Context: an optimization exercise on an open-source flow, tuned for small area, a short achievable clock period and few clock cycles per item. The choices shown serve that exercise and are no tape-out recipe. Where RTL was checked, it was by simulation tests only, not by an equivalence proof against the original. Power and IR drop assume default switching activity.

==> job 8076 <==
Design fir, start of the top module:
module fir (
    input  wire        ap_clk,
    input  wire        ap_rst,
    input  wire        ap_start,
    output wire        ap_done,
    output wire        ap_idle,
    output wire        ap_ready,
    output wire [31:0] y,
    output wire        y_ap_vld,
    output wire [3:0]  c_address0,
    output wire        c_ce0,
    input  wire [31:0] c_q0,
    input  wire [31:0] x
);
reg  [3:0]  cnt;       
reg  [3:0]  ph;        
reg  [3:0]  nvalid;    
reg         done_q;
reg         rd_q;      
reg         clr;       
reg  [31:0] ring [0:9];
reg  [31:0] c_reg;
reg  [15:0] bone, btwo, bneg;
reg  [31:0] acc_s, acc_c;
reg  [1:0]  acc_t;      
reg  [31:0] acc_e;      
wire ld_ring = (cnt >= 4'd1) && (cnt <= 4'd10);
assign ap_idle    = ~ap_start;
assign ap_done    = done_q;
assign ap_ready   = done_q;
assign y_ap_vld   = done_q;
assign y          = c_reg;
assign c_ce0      = ap_start & rd_q;
assign c_address0 = (cnt == 4'd10) ? 4'd0 : ((ph == 4'd9) ? 4'd1 : ph + 4'd2);
always @(posedge ap_clk) begin
    if (ap_rst) begin
        cnt    <= 4'd0;
        done_q <= 1'b0;
        rd_q   <= 1'b1;
        clr    <= 1'b0;
        ph     <= 4'd0;
        nvalid <= 4'd0;
    end else begin
  ...
Settings: LEC_CHECK=0, CAP_MARGIN=5, CORE_MARGIN=2, CORE_UTILIZATION=70, CTS_BUF_LIST=sky130_fd_sc_hd__clkbuf_8, CTS_CLUSTER_DIAMETER=60, CTS_CLUSTER_SIZE=16, PLACE_DENSITY=0.78, SETUP_SLACK_MARGIN=4.8, SLEW_MARGIN=5, TNS_END_PERCENT=30; clock period 8.5 ns.
standard.sh (not shown) runs the stock make flow with config.mk's settings and CLKGATE_MAP_FILE= SYNTH_SCRIPT=/design/flow/synth_recipe.tcl, a recipe that flattens the netlist after the stock synthesis.
==> flow/flow/run.sh <==
#!/bin/bash
# Standard ORFS layout, with two changes:
#  1. after the standard synthesis, flow/polarity.py re-chooses the polarity of the full adders
#     and XOR gates to drop inverters (same function, same registers);
#  2. ports are buffered with buf_2 instead of the flow's default buffer.
set -euo pipefail
W=$(pwd)
R=$W/orfs/results/$FLOW_PLATFORM/fir/base
bash standard.sh "$R/1_2_yosys.v" > synth.log 2>&1
cp "$R/1_2_yosys.v" "$W/1_2_yosys_standard.v"
python3 flow/polarity.py "$W/1_2_yosys_standard.v" "$R/1_2_yosys.v" > polarity.log 2>&1
export BUFFER_PORTS_ARGS="-buffer_cell sky130_fd_sc_hd__buf_2"
bash standard.sh > layout.log 2>&1
Other scripts of this flow, unchanged in this note and not shown: flow/flow/polarity.py
==> job 209 (differences from job 8076) <==
--- a/flow/design.v
+++ b/flow/design.v
@@ -13,13 +13,12 @@
     input  wire [31:0] x
 );
 reg  [3:0]  cnt;       
 reg  [3:0]  ph;        
 reg  [3:0]  nvalid;    
 reg         done_q;
-reg         rd_q;      
 reg         clr;       
 reg  [31:0] ring [0:9];
 reg  [31:0] c_reg;
 reg  [15:0] bone, btwo, bneg;
 reg  [31:0] acc_s, acc_c;
 reg  [1:0]  acc_t;      
@@ -27,31 +26,29 @@
 wire ld_ring = (cnt >= 4'd1) && (cnt <= 4'd10);
 assign ap_idle    = ~ap_start;
 assign ap_done    = done_q;
 assign ap_ready   = done_q;
 assign y_ap_vld   = done_q;
 assign y          = c_reg;
-assign c_ce0      = ap_start & rd_q;
+assign c_ce0      = ap_start;
 assign c_address0 = (cnt == 4'd10) ? 4'd0 : ((ph == 4'd9) ? 4'd1 : ph + 4'd2);
 always @(posedge ap_clk) begin
     if (ap_rst) begin
         cnt    <= 4'd0;
         done_q <= 1'b0;
-        rd_q   <= 1'b1;
         clr    <= 1'b0;
         ph     <= 4'd0;
         nvalid <= 4'd0;
     end else begin
         if (cnt == 4'd0)
             cnt <= {3'd0, ap_start};
         else if (cnt == 4'd14)
             cnt <= 4'd0;
         else
             cnt <= cnt + 4'd1;
         done_q <= (cnt == 4'd13);
-        rd_q   <= (cnt <= 4'd9) || (cnt == 4'd14);    
         clr    <= (cnt == 4'd1);
         if (done_q) begin
             ph <= (ph >= 4'd8) ? ph - 4'd8 : ph + 4'd2;
             if (nvalid != 4'd10)
                 nvalid <= nvalid + 4'd1;
         end else begin
==> comparison <==
- Clock power: job 8076 is larger than job 209 (about 6%).
- In job 8076 the total power is larger than in job 209, by 2.9%.
- In job 8076 the sequential cell count is higher than in job 209, by 1.
- In job 209 the clock-buffer cell count is lower than in job 8076, by 4.
Testbench counts of job 209, summed over its fixed seeds: cycles 24,000, items 1,600.
For job 8076, only the layout was checked, not whether the RTL still works.

what the ideal ports hide:
The flow's constraints put no driver on any port. The routed layouts listed below were extracted and timed again, unchanged, in two steps. Step 1 assumes that a clkbuf_16 drives the clock port and a buf_2 every other input. Step 2, shift: input delay + t, output delay - t, t = (earliest + latest rising clock arrival at the registers) / 2. This alone moves slack from input paths to output paths. a / b / c = no drivers / after step 1 / after step 2; a / b = the first two.
run	t (ns)	slack for setup (ns)	worst setup path after step 2	worst slew at a driven data input, ns	cell pins on the clock port's net
job 8076	0.679	4.704 / 4.677 / 4.677	input to output	0.06	1
job 209	0.662	4.819 / 4.817 / 4.817	input to output	0.06	1
After both steps setup and hold are still met in every run listed. For job 8076, which loses most, drivers alone change the setup slack by -0.027 ns; drivers and shift together by -0.027 ns.
